From an optimization exercise on the open Yosys and OpenROAD flow, aimed at small area, a short achievable clock period and few clock cycles per item; shortcuts taken in it are not production practice. Function was checked by simulation only, so behaviour that the tests miss may differ from the original. No driver is modelled on the clock port, so clock power and skew are understated where the tree is cut down; a real chip needs a root buffer or a tree. Power figures rest on the tool's default switching activity, not on a simulated workload.

==> flow/design.v <==
`timescale 1ns / 1ps
module automaton_rule(
    input  [31:0] rule,
    input  [3:0]  idx,          
    output        n0,
    output        n1);
    assign n0 = rule[{idx[3:1], 1'b0, idx[0]}];
    assign n1 = rule[{idx[3:1], 1'b1, idx[0]}];
endmodule
module automaton_pick(
    input         world_in,
    input         ch0,
    input         ch1,
    input         is_read,
    input  [12:0] wr,           
    input  [12:0] rd,           
    output        do_wr,
    output [12:0] nxt);
    assign do_wr = is_read & (world_in ? ch1 : ch0);
    assign nxt   = do_wr ? wr : rd;
endmodule
module automaton(
    input               clk,
    input               rst,
    input      [31:0]   rule,
    output reg [5:0]    row,
    output reg [5:0]    col,
    output reg          world_we,
    input               world_in,
    output reg          world_out,
    output reg          update_done);
    reg [17:0] sr;          
    reg [63:0] st;          
    reg        c0, c1;      
    reg        halo;        
    reg        first;       
    wire       is_read = ~world_we;
    wire [2:0] s_ = row[5:3];
    wire [2:0] j_ = row[2:0];
    wire       rh = is_read & halo;             
    wire       rd = is_read & ~halo;            
    wire       col0  = (col == 6'd0);
    wire       col63 = (col == 6'd63);
    wire       j7 = (j_ == 3'd7);
    wire [2:0] sd = rh ? (col63 ? 3'd0 : 3'd7) : {2'b00, j7} + {2'b00, ~is_read & col63};
    wire [5:0] nr_row = {s_ + sd, rh ? j_ : j_ + 3'd1};
    wire [5:0] nr_col = col + {5'd0, ~rd};
    wire       nr_halo = ~rh & j7;
    wire       mW    = rd ? (col == 6'd1) : col0;              
    wire       mN    = rh & (s_ == 3'd1);
    wire       mS    = ~rh & (j_ == 3'd6) & ((rd & col0) ? (s_ == 3'd0) : (s_ == 3'd7));
    wire       tS = is_read ? sr[6]  : sr[7];
    wire       tC = is_read ? sr[7]  : sr[8];
    wire       tN = is_read ? sr[8]  : sr[9];
    wire       tW = is_read ? sr[16] : sr[17];
    wire       bN = (rh ? st[63] : tN) & ~mN;
    wire       bW = tW & ~mW;
    wire       bS = tS & ~mS;
    wire       n0, n1;
    automaton_rule lut(.rule(rule), .idx({bN, bW, tC, bS}), .n0(n0), .n1(n1));
    wire       valid = ~halo & ~(first & col0);
    wire       ch0 = valid & (c0 ^ sr[8]);
    wire       ch1 = valid & ((col0 ? c0 : c1) ^ sr[8]);
    wire [5:0] wr_row = {col0 ? s_ - 3'd1 : s_, j_};
    wire       do_wr;
    wire [5:0] n_row, n_col;
    wire       n_halo;
    automaton_pick pick(.world_in(world_in), .ch0(ch0), .ch1(ch1),
                        .is_read(is_read),
                        .wr(rst ? 13'd0 : {wr_row, col - 6'd1, 1'b0}),
                        .rd(rst ? 13'd0 : {nr_row, nr_col, nr_halo}),
                        .do_wr(do_wr), .nxt({n_row, n_col, n_halo}));
    always @(posedge clk) begin
        if (is_read)
            sr <= {sr[16:0], world_in};
        if (is_read & halo)
            st <= {st[62:0], sr[0]};
        world_out <= ~sr[8];
        row <= n_row;
        col <= n_col;
        halo <= n_halo;
        world_we <= do_wr & ~rst;
        c0 <= n0;
        c1 <= n1;
        if (rst) begin
            first <= 1'b1;
            update_done <= 1'b0;
        end else begin
            first <= first & col0;
            update_done <= is_read & halo & ~first & (row == 6'd8) & (col == 6'd0);
        end
    end
endmodule
clock: 10.0 ns
lec_check: 0
abc_area: 1
cap_margin: 20
core_margin: 2
core_utilization: 50
gpl_routability_driven: 1
gpl_timing_driven: 1
place_density: 0.6
slew_margin: 20
synth_hierarchical: 1
standard.sh (not shown) runs the stock make flow with config.mk's settings and CLKGATE_MAP_FILE= SYNTH_SCRIPT=/design/flow/synth_recipe.tcl, a recipe that flattens the netlist after the stock synthesis.
==> flow/flow/run.sh <==
#!/bin/bash
set -euo pipefail
bash standard.sh SYNTH_SCRIPT=$(pwd)/flow/synth_own.tcl SETUP_SLACK_MARGIN=7.2 BUFFER_PORTS_ARGS="-buffer_cell sky130_fd_sc_hd__buf_1" PRE_CTS_TCL=$(pwd)/flow/own_cts.tcl  finish > standard.log 2>&1
Other scripts of this flow, unchanged in this note and not shown: flow/flow/abc_own.script, flow/flow/own_cts.tcl, flow/flow/synth_own.tcl
Testbench counts at the start, summed over its fixed seeds: cycles 2,499,633, generations 384.
Next try:
--- a/flow/design.v
+++ b/flow/design.v
@@ -48,11 +48,13 @@
     wire       nr_halo = ~rh & j7;
     wire       mW    = rd ? (col == 6'd1) : col0;              
-    wire       mN    = rh & (s_ == 3'd1);
-    wire       mS    = ~rh & (j_ == 3'd6) & ((rd & col0) ? (s_ == 3'd0) : (s_ == 3'd7));
+    wire       j0    = rh | j7;                                
+    wire       q     = (rd & col0) ? (s_ == 3'd0) : (s_ == 3'd7);
+    wire       mN    = rh ? (s_ == 3'd1) : (j7 & q);           
+    wire       mS    = ~rh & (j_ == 3'd6) & q;                 
     wire       tS = is_read ? sr[6]  : sr[7];
     wire       tC = is_read ? sr[7]  : sr[8];
     wire       tN = is_read ? sr[8]  : sr[9];
     wire       tW = is_read ? sr[16] : sr[17];
-    wire       bN = (rh ? st[63] : tN) & ~mN;
+    wire       bN = (j0 ? st[63] : tN) & ~mN;
     wire       bW = tW & ~mW;
     wire       bS = tS & ~mS;
@@ -74,6 +76,6 @@
         if (is_read)
             sr <= {sr[16:0], world_in};
-        if (is_read & halo)
-            st <= {st[62:0], sr[0]};
+        if (is_read & ~halo & (row[2:0] == 3'd0))
+            st <= {st[62:0], sr[1]};
         world_out <= ~sr[8];
         row <= n_row;
Routed wire length falls by 1.0%.
Final cell count rises by 1.2%.
Worst setup slack gains 0.021 ns.
Sequential power rises by 20%.
Synthesized cell count rises by 0.57%.
Hold slack loses 0.0055 ns.
Testbench counts after the change, summed over its fixed seeds: cycles 2,499,633, generations 384.
In every run of this note, the design's own scripts or RTL, not TritonCTS, make the clock network.

-- separate check: timing with driven ports --
The results above use ideal ports. As a check the final layouts listed here were re-extracted and re-timed, cells and wires unchanged.
Step 1 sets driving cells, clkbuf_16 on the clock port and buf_2 on the other inputs (assumed; they add their load-dependent delay and slew).
Step 2, shift: input delay + t, output delay - t, t = (earliest + latest rising clock arrival at the registers) / 2. This alone moves slack from input paths to output paths.
Slacks: ideal / step 1 / step 2; pairs: ideal / step 1.
run	shift t [ns]	setup WS [ns]	pins driven straight from the clock port
the first run	0.228	7.229 / 7.153 / 7.114	4
the second run	0.229	7.250 / 7.174 / 7.130	4
After both steps setup and hold are still met in every run listed. The setup slack of the second run, which loses most, moves by -0.076 ns with the drivers and by -0.120 ns with both steps.
